Source: an optimization exercise on an open RTL-to-GDS flow (aim: small area, a short achievable clock period and few clock cycles). Production flows keep margins and buffers that such runs may drop. Function was checked by simulation only, so behaviour that the tests miss may differ from the original. Power figures rest on the tool's default switching activity, not on a simulated workload.

`run.sh`:
```
#!/bin/bash
# synth_recipe.tcl (not shown) runs the flow's synth.tcl, then flattens the netlist and writes it again
# the make line also repeats each setting of config.mk as NAME=value (left out here)
make -C /OpenROAD-flow-scripts/flow DESIGN_CONFIG=/design/flow/config.mk WORK_HOME=/design/flow/orfs CLKGATE_MAP_FILE= SYNTH_SCRIPT=/design/flow/synth_recipe.tcl finish
```
`config.mk`:
```
export PLATFORM = sky130hd
export DESIGN_NAME = tinymoa_dcim
export DESIGN_NICKNAME = tinymoa_dcim
export VERILOG_FILES = /design/flow/design.v
export SDC_FILE = /design/flow/constraint.sdc
export NUM_CORES = 4
export LEC_CHECK = 0
export ABC_CLOCK_PERIOD_IN_PS = 3000
export CAP_MARGIN = 20
export CORE_MARGIN = 2
export CORE_UTILIZATION = 40
export SETUP_SLACK_MARGIN = 4.5
export SLEW_MARGIN = 20
```
`constraint.sdc`:
```
create_clock -name core_clock -period 7.5 [get_ports {clk}]
set_input_delay 1.5000 -clock core_clock [delete_from_list [all_inputs] [get_ports {clk}]]
set_output_delay 1.5000 -clock core_clock [all_outputs]
set_load 0.01 [all_outputs]
```
`design.v`:
```
`default_nettype none
module dcim_colsum (
    input  wire         clk,
    input  wire [127:0] x,
    input  wire [10:0]  nb,
    output wire [10:0]  res
);
    reg p1_0;
    reg p1_1;
    reg p1_2;
    reg p1_3;
    reg p1_4;
    reg p1_5;
    reg p1_6;
    reg p1_7;
    reg p1_8;
    reg p1_9;
    reg p1_10;
    reg p1_11;
    reg p1_12;
    reg p1_13;
    reg p1_14;
    reg p1_15;
    reg p1_16;
    reg p1_17;
    reg p1_18;
    reg p1_19;
    reg p1_20;
    reg p1_21;
    reg p1_22;
    reg p1_23;
    reg p1_24;
    reg p1_25;
    reg p1_26;
    reg p1_27;
    reg p1_28;
    reg p1_29;
    reg p1_30;
    reg p1_31;
    reg p1_32;
    reg p1_33;
    reg p1_34;
    reg p1_35;
    reg p1_36;
    reg p1_37;
    reg p1_38;
    reg p1_39;
    reg p1_40;
    reg p1_41;
    reg p1_42;
    reg p1_43;
    reg p1_44;
    reg p1_45;
    reg p1_46;
    reg p1_47;
    reg p1_48;
    reg p2_49;
    reg p2_50;
    reg p2_51;
    reg p2_52;
    reg p2_53;
    reg p2_54;
    reg p2_55;
    reg p2_56;
    reg p2_57;
    reg p2_58;
    reg p2_59;
    reg p2_60;
    reg p2_61;
    reg p2_62;
    reg p2_63;
    reg p2_64;
    reg p2_65;
    reg p2_66;
    wire s1 = x[0] ^ x[1] ^ x[2];
    wire k2 = (x[0] & x[1]) | (x[0] & x[2]) | (x[1] & x[2]);
    wire s3 = x[3] ^ x[4] ^ x[5];
    wire k4 = (x[3] & x[4]) | (x[3] & x[5]) | (x[4] & x[5]);
    wire s5 = x[6] ^ x[7] ^ x[8];
    wire k6 = (x[6] & x[7]) | (x[6] & x[8]) | (x[7] & x[8]);
    wire s7 = x[9] ^ x[10] ^ x[11];
    wire k8 = (x[9] & x[10]) | (x[9] & x[11]) | (x[10] & x[11]);
    wire s9 = x[12] ^ x[13] ^ x[14];
    wire k10 = (x[12] & x[13]) | (x[12] & x[14]) | (x[13] & x[14]);
    wire s11 = x[15] ^ x[16] ^ x[17];
    wire k12 = (x[15] & x[16]) | (x[15] & x[17]) | (x[16] & x[17]);
    wire s13 = x[18] ^ x[19] ^ x[20];
    wire k14 = (x[18] & x[19]) | (x[18] & x[20]) | (x[19] & x[20]);
    wire s15 = x[21] ^ x[22] ^ x[23];
    wire k16 = (x[21] & x[22]) | (x[21] & x[23]) | (x[22] & x[23]);
    wire s17 = x[24] ^ x[25] ^ x[26];
    wire k18 = (x[24] & x[25]) | (x[24] & x[26]) | (x[25] & x[26]);
    wire s19 = x[27] ^ x[28] ^ x[29];
    wire k20 = (x[27] & x[28]) | (x[27] & x[29]) | (x[28] & x[29]);
    wire s21 = x[30] ^ x[31] ^ nb[1];
    wire k22 = (x[30] & x[31]) | (x[30] & nb[1]) | (x[31] & nb[1]);
    wire s23 = x[32] ^ x[33] ^ x[34];
    wire k24 = (x[32] & x[33]) | (x[32] & x[34]) | (x[33] & x[34]);
    wire s25 = x[35] ^ x[36] ^ x[37];
    wire k26 = (x[35] & x[36]) | (x[35] & x[37]) | (x[36] & x[37]);
    wire s27 = x[38] ^ x[39] ^ x[40];
    wire k28 = (x[38] & x[39]) | (x[38] & x[40]) | (x[39] & x[40]);
    wire s29 = x[41] ^ x[42] ^ x[43];
    wire k30 = (x[41] & x[42]) | (x[41] & x[43]) | (x[42] & x[43]);
    wire s31 = x[44] ^ x[45] ^ x[46];
    wire k32 = (x[44] & x[45]) | (x[44] & x[46]) | (x[45] & x[46]);
    wire s33 = x[47] ^ x[48] ^ x[49];
    wire k34 = (x[47] & x[48]) | (x[47] & x[49]) | (x[48] & x[49]);
    wire s35 = x[50] ^ x[51] ^ x[52];
    wire k36 = (x[50] & x[51]) | (x[50] & x[52]) | (x[51] & x[52]);
    wire s37 = x[53] ^ x[54] ^ x[55];
    wire k38 = (x[53] & x[54]) | (x[53] & x[55]) | (x[54] & x[55]);
    wire s39 = x[56] ^ x[57] ^ x[58];
    wire k40 = (x[56] & x[57]) | (x[56] & x[58]) | (x[57] & x[58]);
    wire s41 = x[59] ^ x[60] ^ x[61];
    wire k42 = (x[59] & x[60]) | (x[59] & x[61]) | (x[60] & x[61]);
    wire s43 = x[62] ^ x[63] ^ nb[2];
    wire k44 = (x[62] & x[63]) | (x[62] & nb[2]) | (x[63] & nb[2]);
    wire s45 = x[64] ^ x[65] ^ x[66];
    wire k46 = (x[64] & x[65]) | (x[64] & x[66]) | (x[65] & x[66]);
    wire s47 = x[67] ^ x[68] ^ x[69];
    wire k48 = (x[67] & x[68]) | (x[67] & x[69]) | (x[68] & x[69]);
    wire s49 = x[70] ^ x[71] ^ x[72];
    wire k50 = (x[70] & x[71]) | (x[70] & x[72]) | (x[71] & x[72]);
    wire s51 = x[73] ^ x[74] ^ x[75];
    wire k52 = (x[73] & x[74]) | (x[73] & x[75]) | (x[74] & x[75]);
    wire s53 = x[76] ^ x[77] ^ x[78];
    wire k54 = (x[76] & x[77]) | (x[76] & x[78]) | (x[77] & x[78]);
    wire s55 = x[79] ^ x[80] ^ x[81];
    wire k56 = (x[79] & x[80]) | (x[79] & x[81]) | (x[80] & x[81]);
    wire s57 = x[82] ^ x[83] ^ x[84];
    wire k58 = (x[82] & x[83]) | (x[82] & x[84]) | (x[83] & x[84]);
    wire s59 = x[85] ^ x[86] ^ x[87];
    wire k60 = (x[85] & x[86]) | (x[85] & x[87]) | (x[86] & x[87]);
    wire s61 = x[88] ^ x[89] ^ x[90];
    wire k62 = (x[88] & x[89]) | (x[88] & x[90]) | (x[89] & x[90]);
    wire s63 = x[91] ^ x[92] ^ x[93];
    wire k64 = (x[91] & x[92]) | (x[91] & x[93]) | (x[92] & x[93]);
    wire s65 = x[94] ^ x[95] ^ nb[3];
    wire k66 = (x[94] & x[95]) | (x[94] & nb[3]) | (x[95] & nb[3]);
    wire s67 = x[96] ^ x[97] ^ x[98];
    wire k68 = (x[96] & x[97]) | (x[96] & x[98]) | (x[97] & x[98]);
    wire s69 = x[99] ^ x[100] ^ x[101];
    wire k70 = (x[99] & x[100]) | (x[99] & x[101]) | (x[100] & x[101]);
    wire s71 = x[102] ^ x[103] ^ x[104];
    wire k72 = (x[102] & x[103]) | (x[102] & x[104]) | (x[103] & x[104]);
    wire s73 = x[105] ^ x[106] ^ x[107];
    wire k74 = (x[105] & x[106]) | (x[105] & x[107]) | (x[106] & x[107]);
    wire s75 = x[108] ^ x[109] ^ x[110];
    wire k76 = (x[108] & x[109]) | (x[108] & x[110]) | (x[109] & x[110]);
    wire s77 = x[111] ^ x[112] ^ x[113];
    wire k78 = (x[111] & x[112]) | (x[111] & x[113]) | (x[112] & x[113]);
    wire s79 = x[114] ^ x[115] ^ x[116];
    wire k80 = (x[114] & x[115]) | (x[114] & x[116]) | (x[115] & x[116]);
    wire s81 = x[117] ^ x[118] ^ x[119];
    wire k82 = (x[117] & x[118]) | (x[117] & x[119]) | (x[118] & x[119]);
    wire s83 = x[120] ^ x[121] ^ x[122];
    wire k84 = (x[120] & x[121]) | (x[120] & x[122]) | (x[121] & x[122]);
    wire s85 = x[123] ^ x[124] ^ x[125];
    wire k86 = (x[123] & x[124]) | (x[123] & x[125]) | (x[124] & x[125]);
    wire s87 = x[126] ^ x[127] ^ nb[4];
    wire k88 = (x[126] & x[127]) | (x[126] & nb[4]) | (x[127] & nb[4]);
    wire s89 = s1 ^ s3 ^ s5;
    wire k90 = (s1 & s3) | (s1 & s5) | (s3 & s5);
    wire s91 = s7 ^ s9 ^ s11;
    wire k92 = (s7 & s9) | (s7 & s11) | (s9 & s11);
    wire s93 = s13 ^ s15 ^ s17;
    wire k94 = (s13 & s15) | (s13 & s17) | (s15 & s17);
    wire s95 = k2 ^ k4 ^ k6;
    wire k96 = (k2 & k4) | (k2 & k6) | (k4 & k6);
    wire s97 = k8 ^ k10 ^ k12;
    wire k98 = (k8 & k10) | (k8 & k12) | (k10 & k12);
    wire s99 = k14 ^ k16 ^ k18;
    wire k100 = (k14 & k16) | (k14 & k18) | (k16 & k18);
    wire s101 = k20 ^ k22 ^ s23;
    wire k102 = (k20 & k22) | (k20 & s23) | (k22 & s23);
    wire s103 = s25 ^ s27 ^ s29;
    wire k104 = (s25 & s27) | (s25 & s29) | (s27 & s29);
    wire s105 = s31 ^ s33 ^ s35;
    wire k106 = (s31 & s33) | (s31 & s35) | (s33 & s35);
    wire s107 = s37 ^ s39 ^ s41;
    wire k108 = (s37 & s39) | (s37 & s41) | (s39 & s41);
    wire s109 = k24 ^ k26 ^ k28;
    wire k110 = (k24 & k26) | (k24 & k28) | (k26 & k28);
    wire s111 = k30 ^ k32 ^ k34;
    wire k112 = (k30 & k32) | (k30 & k34) | (k32 & k34);
    wire s113 = k36 ^ k38 ^ k40;
    wire k114 = (k36 & k38) | (k36 & k40) | (k38 & k40);
    wire s115 = k42 ^ k44 ^ s45;
    wire k116 = (k42 & k44) | (k42 & s45) | (k44 & s45);
    wire s117 = s47 ^ s49 ^ s51;
    wire k118 = (s47 & s49) | (s47 & s51) | (s49 & s51);
    wire s119 = s53 ^ s55 ^ s57;
    wire k120 = (s53 & s55) | (s53 & s57) | (s55 & s57);
    wire s121 = s59 ^ s61 ^ s63;
    wire k122 = (s59 & s61) | (s59 & s63) | (s61 & s63);
    wire s123 = k46 ^ k48 ^ k50;
    wire k124 = (k46 & k48) | (k46 & k50) | (k48 & k50);
    wire s125 = k52 ^ k54 ^ k56;
    wire k126 = (k52 & k54) | (k52 & k56) | (k54 & k56);
    wire s127 = k58 ^ k60 ^ k62;
    wire k128 = (k58 & k60) | (k58 & k62) | (k60 & k62);
    wire s129 = k64 ^ k66 ^ s67;
    wire k130 = (k64 & k66) | (k64 & s67) | (k66 & s67);
    wire s131 = s69 ^ s71 ^ s73;
    wire k132 = (s69 & s71) | (s69 & s73) | (s71 & s73);
    wire s133 = s75 ^ s77 ^ s79;
    wire k134 = (s75 & s77) | (s75 & s79) | (s77 & s79);
    wire s135 = s81 ^ s83 ^ s85;
    wire k136 = (s81 & s83) | (s81 & s85) | (s83 & s85);
    wire s137 = k68 ^ k70 ^ k72;
    wire k138 = (k68 & k70) | (k68 & k72) | (k70 & k72);
    wire s139 = k74 ^ k76 ^ k78;
    wire k140 = (k74 & k76) | (k74 & k78) | (k76 & k78);
    wire s141 = k80 ^ k82 ^ k84;
    wire k142 = (k80 & k82) | (k80 & k84) | (k82 & k84);
    wire s143 = k86 ^ k88 ^ nb[5];
    wire k144 = (k86 & k88) | (k86 & nb[5]) | (k88 & nb[5]);
    wire s145 = s89 ^ s91 ^ s93;
    wire k146 = (s89 & s91) | (s89 & s93) | (s91 & s93);
    wire s147 = k90 ^ k92 ^ k94;
    wire k148 = (k90 & k92) | (k90 & k94) | (k92 & k94);
    wire s149 = s95 ^ s97 ^ s99;
    wire k150 = (s95 & s97) | (s95 & s99) | (s97 & s99);
    wire s151 = s101 ^ s103 ^ s105;
    wire k152 = (s101 & s103) | (s101 & s105) | (s103 & s105);
    wire s153 = k96 ^ k98 ^ k100;
    wire k154 = (k96 & k98) | (k96 & k100) | (k98 & k100);
    wire s155 = k102 ^ k104 ^ k106;
    wire k156 = (k102 & k104) | (k102 & k106) | (k104 & k106);
    wire s157 = k108 ^ s109 ^ s111;
    wire k158 = (k108 & s109) | (k108 & s111) | (s109 & s111);
    wire s159 = s113 ^ s115 ^ s117;
    wire k160 = (s113 & s115) | (s113 & s117) | (s115 & s117);
    wire s161 = s119 ^ s121 ^ s65;
    wire k162 = (s119 & s121) | (s119 & s65) | (s121 & s65);
    wire s163 = k110 ^ k112 ^ k114;
    wire k164 = (k110 & k112) | (k110 & k114) | (k112 & k114);
    wire s165 = k116 ^ k118 ^ k120;
    wire k166 = (k116 & k118) | (k116 & k120) | (k118 & k120);
    wire s167 = k122 ^ s123 ^ s125;
    wire k168 = (k122 & s123) | (k122 & s125) | (s123 & s125);
    wire s169 = s127 ^ s129 ^ s131;
    wire k170 = (s127 & s129) | (s127 & s131) | (s129 & s131);
    wire s171 = s133 ^ s135 ^ s87;
    wire k172 = (s133 & s135) | (s133 & s87) | (s135 & s87);
    wire s173 = k124 ^ k126 ^ k128;
    wire k174 = (k124 & k126) | (k124 & k128) | (k126 & k128);
    wire s175 = k130 ^ k132 ^ k134;
    wire k176 = (k130 & k132) | (k130 & k134) | (k132 & k134);
    wire s177 = k136 ^ s137 ^ s139;
    wire k178 = (k136 & s137) | (k136 & s139) | (s137 & s139);
    wire s179 = k138 ^ k140 ^ k142;
    wire k180 = (k138 & k140) | (k138 & k142) | (k140 & k142);
    wire s181 = p1_1 ^ p1_2 ^ p1_3;
    wire k182 = (p1_1 & p1_2) | (p1_1 & p1_3) | (p1_2 & p1_3);
    wire s183 = p1_4 ^ p1_5 ^ p1_6;
    wire k184 = (p1_4 & p1_5) | (p1_4 & p1_6) | (p1_5 & p1_6);
    wire s185 = p1_7 ^ p1_8 ^ p1_9;
    wire k186 = (p1_7 & p1_8) | (p1_7 & p1_9) | (p1_8 & p1_9);
    wire s187 = p1_10 ^ p1_11 ^ p1_12;
    wire k188 = (p1_10 & p1_11) | (p1_10 & p1_12) | (p1_11 & p1_12);
    wire s189 = p1_13 ^ p1_14 ^ p1_15;
    wire k190 = (p1_13 & p1_14) | (p1_13 & p1_15) | (p1_14 & p1_15);
    wire s191 = p1_18 ^ p1_19 ^ p1_20;
    wire k192 = (p1_18 & p1_19) | (p1_18 & p1_20) | (p1_19 & p1_20);
    wire s193 = p1_21 ^ p1_22 ^ p1_23;
    wire k194 = (p1_21 & p1_22) | (p1_21 & p1_23) | (p1_22 & p1_23);
    wire s195 = p1_24 ^ p1_25 ^ p1_26;
    wire k196 = (p1_24 & p1_25) | (p1_24 & p1_26) | (p1_25 & p1_26);
    wire s197 = p1_28 ^ p1_29 ^ p1_30;
    wire k198 = (p1_28 & p1_29) | (p1_28 & p1_30) | (p1_29 & p1_30);
    wire s199 = p1_31 ^ p1_32 ^ p1_33;
    wire k200 = (p1_31 & p1_32) | (p1_31 & p1_33) | (p1_32 & p1_33);
    wire s201 = p1_34 ^ p1_35 ^ p1_36;
    wire k202 = (p1_34 & p1_35) | (p1_34 & p1_36) | (p1_35 & p1_36);
    wire s203 = p1_38 ^ p1_39 ^ p1_40;
    wire k204 = (p1_38 & p1_39) | (p1_38 & p1_40) | (p1_39 & p1_40);
    wire s205 = p1_41 ^ p1_42 ^ p1_43;
    wire k206 = (p1_41 & p1_42) | (p1_41 & p1_43) | (p1_42 & p1_43);
    wire s207 = k182 ^ s183 ^ s185;
    wire k208 = (k182 & s183) | (k182 & s185) | (s183 & s185);
    wire s209 = k184 ^ k186 ^ s187;
    wire k210 = (k184 & k186) | (k184 & s187) | (k186 & s187);
    wire s211 = s189 ^ p1_16 ^ p1_17;
    wire k212 = (s189 & p1_16) | (s189 & p1_17) | (p1_16 & p1_17);
    wire s213 = k188 ^ k190 ^ s191;
    wire k214 = (k188 & k190) | (k188 & s191) | (k190 & s191);
    wire s215 = s193 ^ s195 ^ p1_27;
    wire k216 = (s193 & s195) | (s193 & p1_27) | (s195 & p1_27);
    wire s217 = k192 ^ k194 ^ k196;
    wire k218 = (k192 & k194) | (k192 & k196) | (k194 & k196);
    wire s219 = s197 ^ s199 ^ s201;
    wire k220 = (s197 & s199) | (s197 & s201) | (s199 & s201);
    wire s221 = k198 ^ k200 ^ k202;
    wire k222 = (k198 & k200) | (k198 & k202) | (k200 & k202);
    wire s223 = k204 ^ k206 ^ p1_44;
    wire k224 = (k204 & k206) | (k204 & p1_44) | (k206 & p1_44);
    wire s225 = k208 ^ s209 ^ s211;
    wire k226 = (k208 & s209) | (k208 & s211) | (s209 & s211);
    wire s227 = k210 ^ k212 ^ s213;
    wire k228 = (k210 & k212) | (k210 & s213) | (k212 & s213);
    wire s229 = k214 ^ k216 ^ s217;
    wire k230 = (k214 & k216) | (k214 & s217) | (k216 & s217);
    wire s231 = k218 ^ k220 ^ s221;
    wire k232 = (k218 & k220) | (k218 & s221) | (k220 & s221);
    wire s233 = k222 ^ s223 ^ p1_45;
    wire k234 = (k222 & s223) | (k222 & p1_45) | (s223 & p1_45);
    wire s235 = k226 ^ s227 ^ s215;
    wire k236 = (k226 & s227) | (k226 & s215) | (s227 & s215);
    wire s237 = k228 ^ s229 ^ s219;
    wire k238 = (k228 & s229) | (k228 & s219) | (s229 & s219);
    wire s239 = k230 ^ s231 ^ s203;
    wire k240 = (k230 & s231) | (k230 & s203) | (s231 & s203);
    wire s241 = k234 ^ k224 ^ p1_46;
    wire k242 = (k234 & k224) | (k234 & p1_46) | (k224 & p1_46);
    wire s243 = p2_54 ^ p2_55 ^ p2_56;
    wire k244 = (p2_54 & p2_55) | (p2_54 & p2_56) | (p2_55 & p2_56);
    wire s245 = p2_57 ^ p2_58 ^ p2_59;
    wire k246 = (p2_57 & p2_58) | (p2_57 & p2_59) | (p2_58 & p2_59);
    wire s247 = p2_60 ^ p2_61 ^ p2_62;
    wire k248 = (p2_60 & p2_61) | (p2_60 & p2_62) | (p2_61 & p2_62);
    always @(posedge clk) begin
        p1_0 <= nb[0];
        p1_1 <= s145;
        p1_2 <= s19;
        p1_3 <= s21;
        p1_4 <= k146;
        p1_5 <= s147;
        p1_6 <= s149;
        p1_7 <= s151;
        p1_8 <= s107;
        p1_9 <= s43;
        p1_10 <= k148;
        p1_11 <= k150;
        p1_12 <= k152;
        p1_13 <= s153;
        p1_14 <= s155;
        p1_15 <= s157;
        p1_16 <= s159;
        p1_17 <= s161;
        p1_18 <= k154;
        p1_19 <= k156;
        p1_20 <= k158;
        p1_21 <= k160;
        p1_22 <= k162;
        p1_23 <= s163;
        p1_24 <= s165;
        p1_25 <= s167;
        p1_26 <= s169;
        p1_27 <= s171;
        p1_28 <= k164;
        p1_29 <= k166;
        p1_30 <= k168;
        p1_31 <= k170;
        p1_32 <= k172;
        p1_33 <= s173;
        p1_34 <= s175;
        p1_35 <= s177;
        p1_36 <= s141;
        p1_37 <= s143;
        p1_38 <= k174;
        p1_39 <= k176;
        p1_40 <= k178;
        p1_41 <= s179;
        p1_42 <= k144;
        p1_43 <= nb[6];
        p1_44 <= k180;
        p1_45 <= nb[7];
        p1_46 <= nb[8];
        p1_47 <= nb[9];
        p1_48 <= nb[10];
        p2_49 <= p1_0;
        p2_50 <= s181;
        p2_51 <= s207;
        p2_52 <= s225;
        p2_53 <= s235;
        p2_54 <= k236;
        p2_55 <= s237;
        p2_56 <= p1_37;
        p2_57 <= k238;
        p2_58 <= s239;
        p2_59 <= s205;
        p2_60 <= k240;
        p2_61 <= k232;
        p2_62 <= s233;
        p2_63 <= s241;
        p2_64 <= k242;
        p2_65 <= p1_47;
        p2_66 <= p1_48;
    end
    wire [10:0] row0 = {p2_66, p2_64, k248, k246, k244, s243, p2_53, p2_52, p2_51, p2_50, p2_49};
    wire [10:0] row1 = {1'b0, p2_65, p2_63, s247, s245, 1'b0, 1'b0, 1'b0, 1'b0, 1'b0, 1'b0};
    assign res = row0 + row1;
endmodule
`default_nettype none
`timescale 1ns / 1ps
module tinymoa_dcim (
    input clk,
    input nrst,
    output reg        mmio_ready,
    input             mmio_write,
    input      [31:0] mmio_wdata,
    input             mmio_read,
    output     [31:0] mmio_rdata,
    input      [5:0]  mmio_addr,
    input      [31:0] mem_rdata,
    output     [31:0] mem_wdata,
    output reg        mem_write,
    output reg        mem_read,
    output reg [9:0]  mem_addr
);
    reg        cfg_reload;
    reg [2:0]  cfg_prec;
    reg [9:0]  cfg_wbase;
    reg [9:0]  cfg_abase;
    reg [9:0]  cfg_rbase;
    reg [5:0]  cfg_n;
    reg        busy;
    reg        done;
    reg [9:0]  rdata_q;           
    assign mmio_rdata = {22'd0, rdata_q};
    wire [3:0] reg_idx = mmio_addr[5:2];
    wire       start   = mmio_write && (reg_idx == 4'd0) && mmio_wdata[0] && !busy;
    always @(posedge clk or negedge nrst) begin
        if (!nrst) begin
            cfg_reload <= 1'b1;
            cfg_prec   <= 3'd1;
            cfg_wbase  <= 10'h180;
            cfg_abase  <= 10'h1A0;
            cfg_rbase  <= 10'h1B0;
            cfg_n      <= 6'd32;
            mmio_ready <= 1'b0;
        end else begin
            mmio_ready <= mmio_write | mmio_read;
            if (mmio_write) begin
                case (reg_idx)
                    4'd0: {cfg_reload, cfg_prec} <= mmio_wdata[4:1];
                    4'd2: cfg_wbase <= mmio_wdata[9:0];
                    4'd3: cfg_abase <= mmio_wdata[9:0];
                    4'd4: cfg_rbase <= mmio_wdata[9:0];
                    4'd5: cfg_n     <= mmio_wdata[5:0];
                    default: ;
                endcase
            end
        end
    end
    always @(posedge clk) begin
        case (reg_idx)
            4'd0: rdata_q <= {5'd0, cfg_reload, cfg_prec, 1'b0};
            4'd1: rdata_q <= {8'd0, done, busy};
            4'd2: rdata_q <= cfg_wbase;
            4'd3: rdata_q <= cfg_abase;
            4'd4: rdata_q <= cfg_rbase;
            4'd5: rdata_q <= {4'd0, cfg_n};
            default: rdata_q <= 10'd0;
        endcase
    end
    reg [4:0] rs, nph, rr;
    always @(posedge clk or negedge nrst) begin
        if (!nrst) begin
            rs  <= 5'd1;
            nph <= 5'd0;
            rr  <= 5'd29;
        end else begin
            rs  <= rs + 5'd1;
            nph <= nph - 5'd1;
            rr  <= rr - 5'd1;
        end
    end
    wire [31:0] rot0 = rs[0] ? {mem_rdata[30:0], mem_rdata[31]} : mem_rdata;
    wire [31:0] rot1 = rs[1] ? {rot0[29:0], rot0[31:30]}         : rot0;
    wire [31:0] rot2 = rs[2] ? {rot1[27:0], rot1[31:28]}         : rot1;
    wire [31:0] rot3 = rs[3] ? {rot2[23:0], rot2[31:24]}         : rot2;
    wire [31:0] rot  = rs[4] ? {rot3[15:0], rot3[31:16]}         : rot3;
    reg [3:0] tag0;
    reg [3:0] ld_act;
    reg       ld_row;
    reg [31:0] T [0:31];
    reg [31:0] A [0:3];
    reg [31:0] V;
    genvar gx, gp;
    generate
        for (gx = 1; gx < 32; gx = gx + 1) begin : g_torus
            always @(posedge clk)
                T[gx] <= {T[gx-1][30:0], T[gx-1][31] & V[gx-1]};
        end
        for (gp = 0; gp < 4; gp = gp + 1) begin : g_act
            always @(posedge clk)
                A[gp] <= ld_act[gp] ? rot : {A[gp][30:0], A[gp][31]};
        end
    endgenerate
    always @(posedge clk)
        T[0] <= ld_row ? rot : {T[31][30:0], T[31][31] & V[31]};
    always @(posedge clk or negedge nrst) begin
        if (!nrst) V <= 32'd0;
        else       V <= {V[30:0], V[31] | ld_row};
    end
    reg  [3:0]   plane_en;
    reg  [10:0]  nb;             
    wire [127:0] xb;
    genvar gj;
    generate
        for (gj = 0; gj < 32; gj = gj + 1) begin : g_x
            wire w = T[gj][0];
            assign xb[gj]      = plane_en[0] & ~(w ^ A[0][gj]);
            assign xb[32 + gj] = plane_en[1] & ~(w ^ A[1][gj]);
            assign xb[64 + gj] = plane_en[2] & ~(w ^ A[2][gj]);
            assign xb[96 + gj] = plane_en[3] & ~(w ^ A[3][gj]);
        end
    endgenerate
    wire [10:0] res;
    dcim_colsum u_sum (.clk(clk), .x(xb), .nb(nb), .res(res));
    reg [10:0] wdata_q;
    assign mem_wdata = {{21{wdata_q[10]}}, wdata_q};
    always @(posedge clk)
        nb <= {5'd0, cfg_n} - ({5'd0, cfg_n} << cfg_prec);
    localparam S_IDLE = 3'd0;
    localparam S_ACT  = 3'd1;
    localparam S_ROW  = 3'd2;
    localparam S_WAIT = 3'd3;
    localparam S_COMP = 3'd4;
    reg [2:0] state;
    reg [4:0] cnt;
    reg [1:0] pm1;               
    reg       rl;                
    reg       va, vb;            
    reg       la, lb;            
    reg [4:0] ca, cb;            
    wire [1:0] st_p   = mmio_wdata[2:1] - 2'd1;
    wire       row_ld = ({1'b0, rr} < cfg_n);
    always @(posedge clk or negedge nrst) begin
        if (!nrst) begin
            state     <= S_IDLE;
            cnt       <= 5'd0;
            busy      <= 1'b0;
            done      <= 1'b0;
            mem_read  <= 1'b0;
            mem_write <= 1'b0;
            tag0      <= 4'd0;
            ld_act    <= 4'd0;
            ld_row    <= 1'b0;
            va        <= 1'b0;
            vb        <= 1'b0;
            la        <= 1'b0;
            lb        <= 1'b0;
            plane_en  <= 4'd0;
            pm1       <= 2'd0;
            rl        <= 1'b0;
        end else begin
            mem_read  <= 1'b0;
            tag0      <= 4'd0;
            ld_act    <= {tag0[3] & ~tag0[2] & (tag0[1:0] == 2'd3),
                          tag0[3] & ~tag0[2] & (tag0[1:0] == 2'd2),
                          tag0[3] & ~tag0[2] & (tag0[1:0] == 2'd1),
                          tag0[3] & ~tag0[2] & (tag0[1:0] == 2'd0)};
            ld_row    <= tag0[3] & tag0[2] & tag0[0];
            va        <= (state == S_COMP);
            la        <= (state == S_COMP) && (cnt == 5'd31);
            vb        <= va;
            lb        <= la;
            mem_write <= vb && ({1'b0, cb} < cfg_n);
            cnt       <= cnt + 5'd1;
            case (state)
                S_IDLE: begin
                    cnt <= 5'd1;
                    if (start) begin
                        busy     <= 1'b1;
                        done     <= 1'b0;
                        plane_en <= {mmio_wdata[3:1] > 3'd3, mmio_wdata[3:1] > 3'd2,
                                     mmio_wdata[3:1] > 3'd1, mmio_wdata[3:1] > 3'd0};
                        pm1      <= st_p;
                        rl       <= mmio_wdata[4];
                        mem_read <= 1'b1;
                        tag0     <= 4'b1000;
                        if (st_p != 2'd0)
                            state <= S_ACT;
                        else if (mmio_wdata[4]) begin
                            state <= S_ROW;
                            cnt   <= 5'd0;
                        end else begin
                            state <= S_WAIT;
                            cnt   <= 5'd0;
                        end
                    end
                end
                S_ACT: begin
                    mem_read <= 1'b1;
                    tag0     <= {2'b10, cnt[1:0]};
                    if (cnt[1:0] == pm1) begin
                        state <= rl ? S_ROW : S_WAIT;
                        cnt   <= 5'd0;
                    end
                end
                S_ROW: begin
                    mem_read <= row_ld;
                    tag0     <= {3'b110, row_ld};
                    if (cnt == 5'd31) state <= S_WAIT;
                end
                S_WAIT: begin
                    if (cnt[0]) begin
                        state <= S_COMP;
                        cnt   <= 5'd0;
                    end
                end
                S_COMP: begin
                    if (cnt == 5'd31) state <= S_IDLE;
                end
                default: state <= S_IDLE;
            endcase
            if (lb) begin
                busy <= 1'b0;
                done <= 1'b1;
            end
        end
    end
    always @(posedge clk) begin
        ca      <= nph;
        cb      <= ca;
        wdata_q <= res;
        if (vb)
            mem_addr <= cfg_rbase + {5'd0, cb};
        else if (state == S_ROW)
            mem_addr <= cfg_wbase + {5'd0, rr};
        else if (state == S_ACT)
            mem_addr <= cfg_abase + {8'd0, cnt[1:0]};
        else
            mem_addr <= cfg_abase;
    end
endmodule
```
==> results of run 1 <==
## logic make-up after synthesis
logic type                 count (synthesis)  synth area share
and+or+nand+nor                          347            0.0409
xor gates and xnor gates                 169            0.0358
DFF                                     1391             0.688
muxes                                    249            0.0676
AOI/OAI and AO/OA                        288            0.0562
buffers and inverters                    345            0.0366
adders and majority gates                169            0.0745
other                                      1         0.0000907
## how the worst max path moves through the flow
stage	startpoint	end	slack, ps
global route	cfg_prec[1]	nb[10]	4390
global placement	mmio_addr[4]	cfg_abase[3]	3190
detailed placement	mmio_addr[4]	cfg_abase[3]	3170
finish	mem_rdata[10]	A[0][0]	4480
floorplan	mem_rdata[25]	A[0][0]	4580
CTS	wdata_q[10]	mem_wdata[27]	4430
## flip-flops by register name, summed over array words and instances (netlist names), 6 cells and up
signal and cells:
mem_addr 10, V 32, A 128, wdata_q 11, T 1024, nb 11
rdata_q 10, cfg_rbase 10, cfg_n 6, cfg_wbase 10, cfg_abase 10
## worst max-delay path, stage by stage
cell and delay [ps]:
clkdlybuf4s50_1 440, mux2_1 370, mux4_2 600, o22ai_4 190, a221oi_4 70, buf_12 170
mux2_2 280
## cell usage after synthesis, drive strengths merged (9+ instances only)
cell type / n
xor2: 17
nand2b: 16
ha: 40
inv: 174
a22oi: 18
a21oi: 33
dfxtp: 1271
xnor2: 152
mux2i: 37
and2: 83
mux2: 209
nor2b: 14
nor2: 50
buf: 75
a21o: 14
a31oi: 9
a221o: 13
nor3: 11
a221oi: 43
o22ai: 38
a211oi: 17
dfstp: 17
dfrtp: 103
fa: 129
clkbuf: 95
nand2: 136
nand3: 10
o21ai: 44
## report_power, final
part,internal [W],switching (W),total (W)
clock,0.00414,0.00288,0.00702
combinational,0.00106,0.00108,0.00214
sequential,0.00791,0.000403,0.00831
## routing by layer
metal	GRT usage	vias up
met3	0.0300	127
met5	0	-
li1	-	9865
met4	0.0572	2
met2	0.223	435
met1	0.203	10000
## cell type report
class,count,area [um2]
clock buffers,181,3780
clock inverters,60,1020
fillers,9051,53000
inverters,175,657
multi-input cells,1244,11900
flip-flops and latches,1391,28500
well taps,1368,1710
repair buffers,146,1550
## through the flow
stage	power (W)	hold slack, ps
after floorplan	0.00981	310
after global placement	0.0107	310
after detailed placement	0.0107	312
after CTS	0.0177	300
after global routing	0.0183	305
final	0.0175	301
## repair_timing
action | in CTS | in global routing
setup endpoints to repair | 233 | 192
setup buffers | 13 | 17
pin swaps | 3 | 8
gates resized for setup | 127 | 52
==> results.tsv, run 1 <==
metric	value	unit
port_buffers	104	
dieWidth	326	um
final_common_cell	dfxtp_1	
worst_slack	4480	ps
hold_path_class	reg -> reg	
synth_area_leaders	dfxtp_1 62%, fa_1 6.2%, dfrtp_1 6.2%	
via_per_inst	4.48	
hold_start	T[15][22]	
clock_skew	37.9	ps
clock-sinks	1391	
r2r-start	rs[1]	
yosys_most_used_dff	dfxtp_1	
die_y	326	um
insertion_delay	750	ps
grt_usage	0.146	
start_kind	primary input	
max_cap_viol_count	0	
yosysWarnings	4	
syn_area	0.0414	mm2
path_clk_slew	60	ps
drtPass1Iterations	6	
place_congestion	0.828	
drt-wirelength-per-cell	16.6	um
hpwl	50.7	mm
finalCritPeriodShare	0.403	
async_flop_share	0.0863	
seq_area_frac_synth	0.688	
finalSetupViolCount	0	
setup_tns	0	ps
fin_area	0.0491	mm2
holdPathStages	0	
yosys_register_bits	1391	
dr.first_iter.drc_count	1161	
place_ws	3170	ps
layout-drive-gt1-share	0.187	
cp.arrival	3640	ps
antenna_found_initial	8	
initial_core_util	0.405	
r2r_end	A[0][0]	
grt_max_degree	68	
slew_headroom	0.368	
path_max_fanout	5	
p_per_area	356	mW/mm2
cts_buffers	132	
drc	0	
dieArea	0.106	mm2
highest_layer	met5	
grt_pass1_vias	20600	
regToRegSetupSlack	4700	ps
min_to	T[16][23]	
synth_edf_count	0	
area_growth	18.8	%
cts_tree	yes	
postRouteAntennaNets	0	
via_count	20500	
grt_overflow	0	
worst_slew_pin_slew	948	ps
cts_buffer_depth	3	
rsz0062_at_grt	yes	
ir_worst_vdd	187	uV
totalWireLength	75.7	mm
avgSynthCellArea	14.0	um2
cp.required	8120	ps
r2r_cells	6	
crit_type	in -> reg	
slew_violations	0	
core.rowCount	117	
synth_cell_types	66	
status	complete, no violations	
cts_root_buf	clkbuf_16	
placed_area	0.0434	mm2
power_leakage	19.9	nW
synth_top_cell_area_share	0.615	
io-pin-count	151	
syn_inst	2959	
cts_max_level	4	
n_antenna_cell	0	
nets	3333	
stdcell_count	4565	
synth_area_leader_cell	dfxtp_1	
layout_common_cells	1269 x dfxtp_1, 207 x mux2_2, 174 x inv_1, 152 x xnor2_1	
met3_length	3.27	mm
cts_hold_buf	0	
utilization	0.481	
worst_setup_path_end_kind	flip-flop	
core_area	0.102	mm2
finalHoldViolations	0	
grt_pass1_wl	119	mm
fmax	331	MHz
wl_met2	33.9	mm
finalCriticalPeriod	3020	ps
met1Wirelength	36.6	mm
placed_cells	4293	
Testbench counts, summed over its fixed seeds: cycles 17,921.
==> inputs of run 2 (changes only) <==
--- a/config.mk
+++ b/config.mk
@@ -5,9 +5,10 @@
 export SDC_FILE = /design/flow/constraint.sdc
 export NUM_CORES = 4
 export LEC_CHECK = 0
-export ABC_CLOCK_PERIOD_IN_PS = 3000
 export CAP_MARGIN = 20
 export CORE_MARGIN = 2
-export CORE_UTILIZATION = 40
+export CORE_UTILIZATION = 70
+export CTS_BUF_LIST = sky130_fd_sc_hd__clkbuf_8
+export CTS_CLUSTER_SIZE = 30
 export SETUP_SLACK_MARGIN = 4.5
 export SLEW_MARGIN = 20
==> run 2 against run 1 <==
Combinational power rose by 14%. Cell count fell by 10%. Power fell by 3.5%. Worst hold slack got worse by 24 ps. Sequential power rose by 0.8%. Non-clock buffer count rose by 4. Setup slack got worse by 260 ps. Fmax fell by 7.8%. Critical path type is now reg -> reg. Largest cell class unchanged. Largest power group unchanged.
==> results.tsv, run 2 <==
metric	value	unit	change
status	complete, no violations		
switching_power	0.00470	W	+7.6%
clock-sinks	1391		unchanged
nets	3393		+1.8%
finalCriticalPeriod	3280	ps	+257 ps
async_flop_share	0.0863		unchanged
worst_slew_pin_slew	1120	ps	+172 ps
synthMostInstantiatedCell	dfxtp_1		
cts_buffers	188		+42%
die_y	247	um	-24%
critPathBufInv	0		-2
drt-wirelength-per-cell	23.6	um	+42%
synth_edf_count	0		unchanged
setup_tns	0	ps	unchanged
stdcell_count	4087		-10%
ir_worst_vdd	346	uV	+85%
dieWidth	247	um	-24%
cts_root_buf	clkbuf_8		
dr.first_iter.drc_count	1487		+28%
antenna_found_initial	8		unchanged
grt_pass1_vias	24300		+18%
grt_overflow	0		unchanged
slew_violations	0		unchanged
via_count	22400		+9.5%
p_int	0.0122	W	-7.3%
dieArea	0.0611	mm2	-42%
core.rowCount	89		-24%
final_common_cell	dfxtp_1		
placed_area	0.0427	mm2	-1.7%
yosys_most_used_dff	dfxtp_1		
totalWireLength	96.4	mm	+27%
finalHoldViolations	0		unchanged
drc	0		unchanged
largest_register_ffs	1024		unchanged
cpPeakStageDelay	510	ps	-90 ps
top_regs	T x1024, A x128, V x32		
holdPathStages	0		unchanged
synth_area_leader_cell	dfxtp_1		
grt_usage	0.320		+0.174
insertion_delay	860	ps	+110 ps
utilization	0.813		+0.332
crit_family	compound AO/OA/AOI/OAI gates		
start_kind	flip-flop		
layout_common_cells	1270 x dfxtp_1, 243 x inv_1, 240 x clkbuf_8, 208 x mux2_2, 152 x xnor2_1		
worst_slack	4220	ps	-257 ps
max_cap_viol_count	0		unchanged
regToRegSetupSlack	4220	ps	-480 ps
cp.required	8210	ps	+90 ps
path_clk_slew	80	ps	+20 ps
swShare	0.279		+0.0290
top_register	T		
synth_cell_types	66		unchanged
power_leakage	19.9	nW	+0.19%
layout-drive-gt1-share	0.202		+0.0147
crit_chain	mux2_2 -> o21ai_0 -> nand2b_1 -> ha_1 -> nor2b_1 -> o21ai_0 -> a21boi_2 -> o311ai_1 -> nand2b_1 -> a31oi_1		
place_ws	3150	ps	-25.2 ps
cts_buffer_depth	3		unchanged
port_buffers	104		unchanged
placed_cells	3697		-14%
hpwl	57.5	mm	+13%
yosys_register_bits	1391		unchanged
rsz0062_at_grt	yes		
cp.arrival	3990	ps	+350 ps
p_clk_frac	0.358		-0.044
cpMaxStageDelayCell	dfrtp_1		
grt_pass1_wl	144	mm	+22%
hold_path_class	reg -> reg		
finalCritPeriodShare	0.437		+0.0343
cp.depth	10		+3
fmax	305	MHz	-7.8%
final.fill_count	2748		-70%
grt_max_degree	69		+1.5%
synth_common_cells	1271 x dfxtp_1, 208 x mux2_2, 174 x inv_1		
slew_headroom	0.254		-0.114
place_congestion	0.857		+3.5%
drtPass1Iterations	5		-1
avgSynthCellArea	14.0	um2	unchanged
path_max_fanout	7		+2
worst_setup_path_end_kind	flip-flop		
io-pin-count	151		unchanged
yosysWarnings	4		unchanged
cts_max_level	4		unchanged
power_frac_comb	0.145		+0.023
seq_area_frac_synth	0.688		unchanged
syn_inst	2959		unchanged
finalSetupViolCount	0		unchanged
core_area	0.0587	mm2	-43%
via_per_inst	5.49		+22%
postRouteAntennaNets	0		unchanged
p_per_area	353	mW/mm2	-0.61%
syn_area	0.0414	mm2	unchanged
initial_core_util	0.705		+0.300
seq_power_share	0.497		+0.021
clock_skew	66.8	ps	+28.9 ps
fin_area	0.0477	mm2	-3.0%
r2r_cells	10		+4
crit_type	reg -> reg		
cts_tree	yes		
synth_area_leaders	dfxtp_1 62%, fa_1 6.2%, dfrtp_1 6.2%		
synth_top_cell_area_share	0.615		unchanged
area_growth	15.3	%	
==> run 2: cell types whose count changed in the layout (fill, tap and decap cells not counted), moves of 6 or more <==
cell | previous run | this run
clkbuf_8 | 25 | 240
clkbuf_16 | 134 | 0
inv_1 | 174 | 243
buf_6 | 3 | 26
clkbuf_1 | 22 | 0
clkbuf_2 | 12 | 0
bufinv_16 | 15 | 4
clkinv_16 | 10 | 1
buf_12 | 27 | 19
buf_4 | 13 | 19
==> run 2: power groups by stage <==
stage / Clock (W) / Sequential, W / Combinational (W)
6_report: 0.00604 / 0.00838 / 0.00244
5_1_grt: 0.00637 / 0.00841 / 0.00259
4_1_cts: 0.00606 / 0.00836 / 0.00229
3_5_place_dp: 0 / 0.00851 / 0.00214
3_3_place_gp: 0 / 0.00846 / 0.00204
2_1_floorplan: 0 / 0.00832 / 0.00149
==> run 2: cells by family after synthesis <==
group,count (synthesis),share of synthesized area
DFF,1391,0.688
and+or+nand+nor,347,0.0409
buffers and inverters,345,0.0366
AOI/OAI and AO/OA,288,0.0562
muxes,249,0.0676
adders and majority gates,169,0.0745
xor gates and xnor gates,169,0.0358
other,1,0.0000907
==> run 2: area by class of cell <==
cell class              instances  area, um2  share of cell area
diodes                          3       7.51            0.000157
clock buffers                 240       3300              0.0693
clock inverters               111        731              0.0153
inverters                     175        657              0.0138
multi-input cells            1244      11900               0.249
flip-flops and latches       1391      28500               0.597
well taps                     773        967              0.0203
repair buffers                150       1640              0.0343
==> run 2: worst paths after layout <==
kind                           from  endpoint
setup / recovery           cfg_n[2]    nb[10]
hold / removal             T[14][3]  T[15][4]
setup reg to reg           cfg_n[2]    nb[10]
hold reg to reg            T[14][3]  T[15][4]
max in group asynchronous      nrst     rs[1]
min in group asynchronous      nrst      V[0]
==> run 2: repair_timing <==
action,4_1_cts,5_1_grt
setup buffers,22,12
hold buffers,0,0
pin swaps,1,3
endpoints found under the setup margin,227,162
gates resized for setup,185,39
gates cloned,1,0
==> run 2: per-layer routing <==
metal	routed length [um]	GRT usage	vias to the layer above	part of all wire
met4	4180	0.157	4	0.043
li1	-	-	10000	-
met1	37400	0.379	11200	0.39
met3	5160	0.0650	266	0.054
met5	26	0	-	0.00027
met2	49600	0.557	869	0.51
==> run 2: per-stage QoR <==
step	hold slack, ps	total power, W
floorplan	310	0.00981
global placement	310	0.0105
detailed placement	312	0.0107
CTS	292	0.0167
global route	303	0.0174
finish	277	0.0169
==> inputs of run 3 (changes only) <==
--- a/config.mk
+++ b/config.mk
@@ -8,7 +8,5 @@
 export CAP_MARGIN = 20
 export CORE_MARGIN = 2
 export CORE_UTILIZATION = 70
-export CTS_BUF_LIST = sky130_fd_sc_hd__clkbuf_8
-export CTS_CLUSTER_SIZE = 30
-export SETUP_SLACK_MARGIN = 4.5
+export SETUP_SLACK_MARGIN = 5.0
 export SLEW_MARGIN = 20
==> run 3 against run 2 <==
Power up 11%. Sequential power up 0.5%. Flip-flop and latch count unchanged. Critical endpoint unchanged. Largest power group unchanged.
==> results.tsv, run 3 <==
metric	value	unit	change
totalWireLength	129	mm	+34%
clock-sinks	1391		unchanged
regToRegSetupSlack	4510	ps	+290 ps
cp.required	8120	ps	-90 ps
initial_core_util	0.705		unchanged
synthMostInstantiatedCell	dfxtp_1		
path_max_fanout	4		-3
switching_power	0.00546	W	+16%
setup_tns	0	ps	unchanged
cts_hold_buf	0		unchanged
finalSetupViolCount	0		unchanged
finalCritPeriodShare	0.398		-0.0388
swShare	0.293		+0.0136
grt_overflow	0		unchanged
power_frac_comb	0.177		+0.032
status	complete, no violations		
top_regs	T x1024, A x128, V x32		
syn_inst	2959		unchanged
seq_area_frac_synth	0.688		unchanged
p_int	0.0132	W	+8.6%
core_area	0.0587	mm2	unchanged
cts_root_buf	clkbuf_16		
crit_top_cell	buf_6		
finalCriticalPeriod	2990	ps	-291 ps
cpMaxStageDelayCell	dfrtp_2		
place_congestion	0.908		+6.0%
ir_worst_vdd	374	uV	+8.2%
p_per_area	363	mW/mm2	+2.7%
drt-wirelength-per-cell	31.7	um	+34%
grt_pass1_wl	170	mm	+18%
seq_power_share	0.451		-0.046
synth_area_leader_cell	dfxtp_1		
final_common_cell	dfxtp_1		
final.fill_count	2121		-23%
synth_edf_count	0		unchanged
area_growth	24.3	%	
slew_headroom	0.278		+0.0243
port_buffers	104		unchanged
layout-drive-gt1-share	0.319		+0.117
cts_buffers	116		-38%
layout_common_cells	1222 x dfxtp_1, 149 x xnor2_1, 145 x mux2_4, 142 x inv_1, 118 x clkbuf_16		
syn_area	0.0414	mm2	unchanged
yosysWarnings	4		unchanged
synth_cell_types	66		unchanged
max_cap_viol_count	0		unchanged
avgSynthCellArea	14.0	um2	unchanged
async_flop_share	0.0863		unchanged
via_count	25100		+12%
start_kind	flip-flop		
hold_path_class	reg -> reg		
worst_setup_path_end_kind	flip-flop		
grt_usage	0.384		+0.0644
p_clk_frac	0.372		+0.014
io-pin-count	151		unchanged
synth_common_cells	1271 x dfxtp_1, 208 x mux2_2, 174 x inv_1		
slew_violations	0		unchanged
drtPass1Iterations	10		+5
yosys_most_used_dff	dfxtp_1		
die_y	247	um	unchanged
fmax	335	MHz	+9.7%
drc	0		unchanged
synth_area_leaders	dfxtp_1 62%, fa_1 6.2%, dfrtp_1 6.2%		
via_per_inst	6.14		+12%
antenna_found_initial	17		+9
crit_chain	buf_6 -> buf_4 -> mux2_4 -> o21ai_4 -> nor2_2 -> a21oi_2 -> ha_4 -> nor2_4 -> nor3_4 -> buf_6 -> o311ai_4 -> nand2b_4 -> a31oi_4		
grt_pass1_vias	26200		+8.2%
utilization	0.876		+0.0632
power_leakage	21.2	nW	+6.1%
crit_type	reg -> reg		
path_clk_slew	90	ps	about the same
hpwl	57.0	mm	-0.92%
cp.arrival	3610	ps	-380 ps
grt_max_degree	67		-2.9%
crit_family	simple AND/OR/NAND/NOR gates		
yosys_register_bits	1391		unchanged
critPathBufInv	3		+3
insertion_delay	730	ps	-130 ps
cts_max_level	3		-1
cts_tree	yes		
nets	3441		+1.4%
synth_top_cell_area_share	0.615		unchanged
cts_buffer_depth	3		unchanged
postRouteAntennaNets	0		unchanged
cpPeakStageDelay	470	ps	-40 ps
rsz0062_at_grt	yes		
dieArea	0.0611	mm2	unchanged
largest_register_ffs	1024		unchanged
worst_slew_pin_slew	1080	ps	-36.5 ps
core.rowCount	89		unchanged
finalHoldViolations	0		unchanged
dieWidth	247	um	unchanged
top_register	T		
clock_skew	63.5	ps	-3.36 ps
dr.first_iter.drc_count	3068		+110%
==> run 3: cell counts after synthesis <==
Identical to the previous run, type by type.
==> run 3: final timing paths <==
check | endpoint | cells past startpoint | from
max | nb[10] | 13 | cfg_prec[1]
min in group asynchronous | V[0] | 1 | nrst
min reg2reg | T[30][15] | 0 | T[29][14]
min | T[30][15] | 0 | T[29][14]
max in group asynchronous | plane_en[1] | 2 | nrst
max reg2reg | nb[10] | 13 | cfg_prec[1]
==> run 3: layer usage <==
metal  track usage  wire length (um)  vias up
met4         0.255             11700       14
li1              -                 -    10100
met3        0.0830             11600      733
met1         0.442             43800    12400
met2         0.648             62100     1837
met5             0                90        -
==> run 3: power by group through the flow <==
stage / Combinational, W / Clock, W / Sequential, W
floorplan: 0.00157 / 0 / 0.00832
global placement: 0.00216 / 0 / 0.00841
detailed placement: 0.00227 / 0 / 0.00845
CTS: 0.00271 / 0.00668 / 0.00832
global route: 0.00340 / 0.00714 / 0.00843
finish: 0.00331 / 0.00693 / 0.00842
==> run 3: metrics by stage <==
step	instance area (um2)	hold WS (ps)	setup slack (ps)	total power [W]	std cells
2_1_floorplan	42000	310	4580	0.00989	2980
3_3_place_gp	43200	309	3220	0.0106	3700
3_5_place_dp	43200	312	3150	0.0107	3700
4_1_cts	50200	290	4650	0.0177	4039
5_1_grt	51400	285	4540	0.0190	4075
6_report	51400	285	4510	0.0187	4082
==> run 3: cells by family after synthesis <==
kind of cell | count (synthesis) | share of synthesized area
adder cells (fa/ha/maj) | 169 | 0.0745
multiplexers | 249 | 0.0676
other | 1 | 0.0000907
buffers and inverters | 345 | 0.0366
XOR/XNOR | 169 | 0.0358
AND/OR/NAND/NOR | 347 | 0.0409
flip-flops | 1391 | 0.688
AO/OA/AOI/OAI | 288 | 0.0562
==> run 3: worst reg2reg max path, stage by stage, from the launching register on <==
cell and delay [ps]:
dfrtp_2 470, buf_6 140, buf_4 140, mux2_4 320, o21ai_4 210, nor2_2 80, a21oi_2 170, ha_4 170
nor2_4 70, nor3_4 360, buf_6 180, o311ai_4 140, nand2b_4 230, a31oi_4 210
==> run 3: what timing repair did <==
action | in CTS | in global routing
setup endpoints to repair | 369 | 275
cloned | 4 | 2
pin swaps | 94 | 62
resized for setup | 699 | 246
setup buffers | 115 | 32
==> run 3: layout make-up <==
cell class                      count  area, um2  share of cell area
Multi-Input combinational cell   1244      14000               0.273
Sequential cell                  1391      28600               0.556
Clock inverter                     67        971              0.0189
Inverter                          175        664              0.0129
Timing Repair Buffer              270       2890              0.0563
Clock buffer                      153       3280              0.0639
Antenna cell                        9       22.5            0.000438
Tap cell                          773        967              0.0188
==> inputs of run 4 (changes only) <==
--- a/config.mk
+++ b/config.mk
@@ -8,5 +8,7 @@
 export CAP_MARGIN = 20
 export CORE_MARGIN = 2
 export CORE_UTILIZATION = 70
-export SETUP_SLACK_MARGIN = 5.0
+export CTS_CLUSTER_DIAMETER = 200
+export CTS_CLUSTER_SIZE = 28
+export SETUP_SLACK_MARGIN = 4.5
 export SLEW_MARGIN = 20
==> run 4 against run 3 <==
Global-route usage down 8.6 points. Combinational power down 32%. Largest cell class unchanged. Worst hold slack better by 10 ps.
==> results.tsv, run 4 <==
metric	value	unit	change
synth_cell_types	66		unchanged
placed_area	0.0427	mm2	-1.2%
yosysWarnings	4		unchanged
avgSynthCellArea	14.0	um2	unchanged
syn_area	0.0414	mm2	unchanged
yosys_register_bits	1391		unchanged
insertion_delay	690	ps	-40 ps
r2r_end	nb[10]		
initial_core_util	0.705		unchanged
core.rowCount	89		unchanged
finalHoldViolations	0		unchanged
port_buffers	104		unchanged
slew_headroom	0.205		-0.0727
worst_slew_pin_slew	1190	ps	+109 ps
crit_type	in -> reg		
dieArea	0.0611	mm2	unchanged
path_clk_slew	110	ps	+20 ps
synth_top_cell_area_share	0.615		unchanged
hold_path_class	reg -> reg		
final_common_cell	dfxtp_1		
largest_register_ffs	1024		unchanged
postRouteAntennaNets	0		unchanged
drtPass1Iterations	6		-4
regToRegSetupSlack	4540	ps	+30 ps
die_y	247	um	unchanged
finalCritPeriodShare	0.403		+0.00468
place_ws	3150	ps	-7.80 ps
hold_start	T[12][3]		
start_kind	primary input		
drt-wirelength-per-cell	23.5	um	-26%
cp.arrival	3640	ps	+30 ps
setup_tns	0	ps	unchanged
seq_area_frac_synth	0.688		unchanged
layout_common_cells	1270 x dfxtp_1, 203 x mux2_2, 174 x inv_1, 152 x xnor2_1, 130 x nand2_1		
power_leakage	18.5	nW	-12%
synth_area_leaders	dfxtp_1 62%, fa_1 6.2%, dfrtp_1 6.2%		
cts_tree	yes		
synth_common_cells	1271 x dfxtp_1, 208 x mux2_2, 174 x inv_1		
r2r-start	cfg_prec[1]		
dieWidth	247	um	unchanged
clock-sinks	1391		unchanged
nets	3261		-5.2%
finalSetupViolCount	0		unchanged
r2r_cells	10		-3
utilization	0.776		-0.0995
syn_inst	2959		unchanged
path_max_fanout	5		+1
fin_area	0.0456	mm2	-11%
cts_root_buf	clkbuf_16		
place_congestion	0.857		-5.7%
status	complete, no violations		
n_antenna_cell	0		-9
async_flop_share	0.0863		unchanged
drc	0		unchanged
grt_overflow	0		unchanged
max_cap_viol_count	0		unchanged
hpwl	57.5	mm	+0.93%
via_count	21100		-16%
top_register	T		
grt_usage	0.299		-0.0859
grt_pass1_wl	134	mm	-21%
core_area	0.0587	mm2	unchanged
cp.required	8120	ps	about the same
clock_skew	48.3	ps	-15.2 ps
finalCriticalPeriod	3020	ps	+35.1 ps
yosys_most_used_dff	dfxtp_1		
cts_hold_buf	0		unchanged
synthMostInstantiatedCell	dfxtp_1		
min_to	T[13][4]		
top_regs	T x1024, A x128, V x32		
cts_max_level	2		-1
worst_setup_path_end_kind	flip-flop		
io-pin-count	151		unchanged
grt_pass1_vias	22200		-15%
rsz0062_at_grt	yes		
fmax	331	MHz	-1.2%
p_per_area	312	mW/mm2	-14%
cts_buffers	55		-53%
layout-drive-gt1-share	0.156		-0.163
worst_slack	4480	ps	-35.1 ps
slew_violations	0		unchanged
synth_area_leader_cell	dfxtp_1		
holdPathStages	0		unchanged
cts_buffer_depth	3		unchanged
antenna_found_initial	7		-10
totalWireLength	89.6	mm	-31%
synth_edf_count	0		unchanged
ir_worst_vdd	394	uV	+5.3%
dr.first_iter.drc_count	1442		-53%
via_per_inst	5.53		-10%
area_growth	10.1	%	
grt_max_degree	69		+3.0%
-- run 4: cell counts after synthesis --
Identical to the previous run, type by type.
-- run 4: worst max path at each step --
| stage | cells after the start | end | from |
|---|---|---|---|
| finish | 8 | T[0][2] | mem_rdata[31] |
| global route | 8 | A[0][21] | mem_rdata[16] |
| CTS | 7 | T[0][30] | mem_rdata[17] |
| detailed placement | 5 | cfg_abase[9] | mmio_addr[4] |
| global placement | 5 | cfg_abase[0] | mmio_addr[4] |
| floorplan | 5 | A[0][0] | mem_rdata[25] |
-- run 4: metal layers --
metal / track usage / wire length, um / vias to the layer above
met3: 0.0394 / 4080 / 190
met2: 0.531 / 46000 / 610
met1: 0.373 / 36300 / 10600
met4: 0.108 / 3230 / 4
met5: 0 / 22 / -
li1: - / - / 9634
-- run 4: final cells by class --
| type | instances | area, um2 |
|---|---|---|
| Multi-Input combinational cell | 1244 | 12200 |
| Tap cell | 773 | 967 |
| Clock inverter | 4 | 91.3 |
| Clock buffer | 74 | 1450 |
| Inverter | 175 | 657 |
| Timing Repair Buffer | 151 | 1670 |
| Sequential cell | 1391 | 28500 |
| Fill cell | 3146 | 13100 |
-- run 4: worst max-delay path, cell delays in order --
cell and delay [ps]:
clkdlybuf4s50_1 580, mux2i_4 150, o2bb2ai_1 190, a221oi_2 370, o22ai_1 190, a221oi_4 260
buf_12 160, mux2_2 240
-- run 4: kinds of logic after synthesis --
logic type                 synth area share
muxes                                0.0676
AOI/OAI and AO/OA                    0.0562
DFF                                   0.688
other                             0.0000907
xor gates and xnor gates             0.0358
and+or+nand+nor                      0.0409
adders and majority gates            0.0745
buffers and inverters                0.0366
-- run 4: power by group --
part / switching [W] / internal (W)
Sequential: 0.000456 / 0.00790
Clock: 0.00221 / 0.00138
Combinational: 0.00117 / 0.00109
Total: 0.00384 / 0.0104
-- run 4: timing repair --
item	in CTS	in global routing
resized for setup	144	91
setup buffers	26	11
gates cloned	0	0
pin swaps	12	10
setup endpoints to repair	260	199
-- run 4: through the flow --
step | std cells | total power (W) | hold slack (ps)
after detailed placement | 3697 | 0.0107 | 312
after global routing | 3812 | 0.0147 | 301
after global placement | 3697 | 0.0105 | 310
after CTS | 3801 | 0.0142 | 288
after floorplan | 2980 | 0.00981 | 310
final | 3812 | 0.0142 | 295
==> inputs of run 5 (changes only) <==
--- a/config.mk
+++ b/config.mk
@@ -7,8 +7,6 @@
 export LEC_CHECK = 0
 export CAP_MARGIN = 20
 export CORE_MARGIN = 2
-export CORE_UTILIZATION = 70
-export CTS_CLUSTER_DIAMETER = 200
-export CTS_CLUSTER_SIZE = 28
+export CORE_UTILIZATION = 60
 export SETUP_SLACK_MARGIN = 4.5
 export SLEW_MARGIN = 20
==> run 5 against run 4 <==
Still clean on timing, DRC and antenna. Clock-buffer cell count grew 102. Clock power grew 73%. Synthesized cell count is the same. Largest cell class unchanged. Largest power group unchanged. Highest routed layer is now met4.
==> results.tsv, run 5 <==
metric	value	unit	change
status	complete, no violations		
grt_usage	0.243		-0.0558
dr.first_iter.drc_count	984		-32%
worst_slew_pin_slew	967	ps	-225 ps
p_per_area	347	mW/mm2	+11%
grt_pass1_wl	131	mm	-2.4%
totalWireLength	83.7	mm	-6.6%
synthMostInstantiatedCell	dfxtp_1		
critPathBufInv	2		unchanged
synthSimpleGateAreaFrac	0.0409		unchanged
top_regs	T x1024, A x128, V x32		
max_cap_viol_count	0		unchanged
via_per_inst	5.12		-7.4%
syn_area	0.0414	mm2	unchanged
placed_cells	3806		+2.9%
power_leakage	19.8	nW	+6.6%
ir_worst_vdd	285	uV	-28%
final_common_cell	dfxtp_1		
largest_register_ffs	1024		unchanged
grt_overflow	0		unchanged
p_clk_frac	0.371		+0.118
worst_setup_path_end_kind	flip-flop		
stdcell_count	4080		+7.0%
cpMaxStageDelayCell	mux4_2		
insertion_delay	710	ps	+20 ps
antenna_found_initial	4		-3
slew_violations	0		unchanged
place_ws	3140	ps	-0.900 ps
synthXorXnorAreaFrac	0.0358		unchanged
synth_area_leader_cell	dfxtp_1		
final.fill_count	4438		+41%
cts_buffers	121		+120%
drc	0		unchanged
area_growth	16.4	%	
cts_root_buf	clkbuf_16		
crit_chain	clkdlybuf4s50_1 -> mux2_2 -> mux4_2 -> o22ai_4 -> a221oi_4 -> buf_12 -> mux2_2		
hold_path_class	reg -> reg		
p_int	0.0124	W	+20%
cp.required	8060	ps	-60 ps
path_clk_slew	70	ps	-40 ps
finalHoldViolations	0		unchanged
rsz0062_at_grt	yes		
power_frac_comb	0.130		-0.029
dieWidth	267	um	+7.9%
top_register	T		
port_buffers	104		unchanged
wl_met2	40.6	mm	-12%
hpwl	53.6	mm	-6.8%
grt_pass1_vias	22300		+0.40%
synth_cell_types	66		unchanged
dieArea	0.0711	mm2	+16%
synth_top_cell_area_share	0.615		unchanged
yosysWarnings	4		unchanged
p_total	0.0167	W	+17%
via_count	20900		-0.94%
fmax	328	MHz	-0.68%
die_y	267	um	+7.9%
seq_power_share	0.499		-0.089
synth_edf_count	0		unchanged
drt-wirelength-per-cell	20.5	um	-13%
switching_power	0.00427	W	+11%
finalCritPeriodShare	0.406		+0.00277
finalSetupViolCount	0		unchanged
synthAdderAreaFrac	0.0745		unchanged
crit_top_cell	mux2_2		
core_area	0.0685	mm2	+17%
finalCriticalPeriod	3040	ps	+20.8 ps
slew_headroom	0.355		+0.150
clock-sinks	1391		unchanged
drtPass1Iterations	5		-1
met3_length	2.69	mm	-34%
cts_max_level	3		+1
swShare	0.256		-0.0145
seq_area	0.0285	mm2	about the same
setup_tns	0	ps	unchanged
synth_area_leaders	dfxtp_1 62%, fa_1 6.2%, dfrtp_1 6.2%		
core.rowCount	96		+7.9%
cts_hold_buf	0		unchanged
yosys_register_bits	1391		unchanged
layout-drive-gt1-share	0.186		+0.0308
cts_buffer_depth	3		unchanged
nets	3333		+2.2%
synth_mux_area_frac	0.0676		unchanged
start_kind	primary input		
grt_max_degree	71		+2.9%
layout_common_cells	1270 x dfxtp_1, 204 x mux2_2, 174 x inv_1, 152 x xnor2_1, 133 x nand2_1		
io-pin-count	151		unchanged
seq_area_frac_synth	0.688		unchanged
place_congestion	0.865		+0.98%
multi_input_comb_area	0.0121	mm2	-1.5%
cts_tree	yes		
postRouteAntennaNets	0		unchanged
avgSynthCellArea	14.0	um2	unchanged
crit_family	multiplexers		
met1Wirelength	38.2	mm	+5.3%
cp.arrival	3610	ps	-30 ps
synth_common_cells	1271 x dfxtp_1, 208 x mux2_2, 174 x inv_1		
cpPeakStageDelay	590	ps	about the same
syn_inst	2959		unchanged
yosys_most_used_dff	dfxtp_1		
synth_top_family_by_area	adder cells		
async_flop_share	0.0863		unchanged
worst_slack	4460	ps	-20.8 ps
path_max_fanout	5		unchanged
clock_skew	72.8	ps	+24.5 ps
initial_core_util	0.604		-0.101
crit_type	in -> reg		
highest_layer	met4		
synth_compound_area_frac	0.0562		unchanged
==> run 5: cells by family (layout without fill, tap and decap cells) <==
group	after synthesis	after routing
AND/OR/NAND/NOR	347	347
multiplexers	249	249
XOR/XNOR	169	169
other	1	23
flip-flops	1391	1391
adder cells (fa/ha/maj)	169	169
buffers and inverters	345	562
AO/OA/AOI/OAI	288	288
==> run 5: timing repair <==
item / in CTS / in global routing
endpoints found under the setup margin: 262 / 179
setup buffers: 27 / 16
pin swaps: 8 / 10
resized for setup: 113 / 76
endpoints found under the hold margin: 0 / 0
cloned: 0 / 0
==> run 5: layout make-up <==
| cell class | instances | share of cell area |
|---|---|---|
| Multi-Input combinational cell | 1244 | 0.250 |
| Inverter | 175 | 0.0136 |
| Tap cell | 882 | 0.0229 |
| Antenna cell | 1 | 0.0000520 |
| Sequential cell | 1391 | 0.592 |
| Clock inverter | 54 | 0.0112 |
| Clock buffer | 176 | 0.0739 |
| Timing Repair Buffer | 157 | 0.0364 |
==> run 5: through the flow <==
step           cell area [um2]   util  hold slack [ps]
4_1_cts                  47700  0.697              271
2_1_floorplan            41400      -              310
6_report                 48200  0.703              268
3_5_place_dp             42800  0.625              312
3_3_place_gp             42800  0.625              309
5_1_grt                  48200  0.703              289
==> run 5: worst paths after layout <==
path,start,end,slack (ps),cells past startpoint
worst min-delay path,T[16][6],T[17][7],270,0
worst max-delay path,mem_rdata[4],A[1][0],4460,7
worst max register to register,cfg_prec[1],nb[10],4640,10
worst min register to register,T[16][6],T[17][7],270,0
max in group asynchronous,nrst,rs[1],5270,2
min in group asynchronous,nrst,V[25],850,1
==> run 5: metal layers <==
layer,global-route usage,up-vias
li1,-,9853
met1,0.331,10500
met2,0.407,394
met3,0.0340,151
met4,0.0692,0
met5,0,-
==> run 5: worst register-to-register path, cell delays in order, from the launching register on <==
cell and delay [ps]:
dfrtp_2 500, mux2_2 380, o21ai_0 240, nand2b_1 150
ha_1 260, nor2b_1 150, o21ai_0 260, a21boi_2 130
o311ai_1 360, nand2b_1 180, a31oi_1 110
==> run 5: power by group through the flow <==
stage | clock [W] | combinational, W | sequential (W)
floorplan | 0 | 0.00149 | 0.00832
global placement | 0 | 0.00208 | 0.00848
detailed placement | 0 | 0.00212 | 0.00849
CTS | 0.00632 | 0.00215 | 0.00833
global route | 0.00661 | 0.00238 | 0.00839
finish | 0.00620 | 0.00216 | 0.00833

[port drivers added, routing unchanged]
The flow's constraints put no driver on any port. The routed layouts listed below were extracted and timed again, unchanged, in two steps.
Step 1 sets driving cells, clkbuf_16 on the clock port and buf_2 on the other inputs (assumed; they add their load-dependent delay and slew).
Step 2 times the ports against the registers' clock, not the clock port: input delays grow and output delays shrink by t, the midpoint of the rising clock arrivals with the driver on.
a / b / c = ideal ports / drivers / drivers and shift; a / b = the first two.
run | shift t [ns] | setup WS [ns] | worst setup path at the end | slew at the worst register clock pin (ns) | cell pins on the clock port's net
run 1 | 0.803 | 4.478 / 4.525 / 3.722 | input to register | 0.07 / 0.07 | 1
run 2 | 0.887 | 4.220 / 4.220 / 3.664 | input to register | 0.09 / 0.09 | 1
run 3 | 0.774 | 4.512 / 4.512 / 4.069 | input to register | 0.11 / 0.11 | 1
run 4 | 0.729 | 4.476 / 4.490 / 3.775 | input to register | 0.12 / 0.12 | 1
run 5 | 0.736 | 4.456 / 4.484 / 3.755 | input to register | 0.07 / 0.07 | 1
After both steps every run listed still meets setup and hold. For run 1, which loses most, drivers alone change the setup slack by +0.047 ns; drivers and shift together by -0.756 ns.
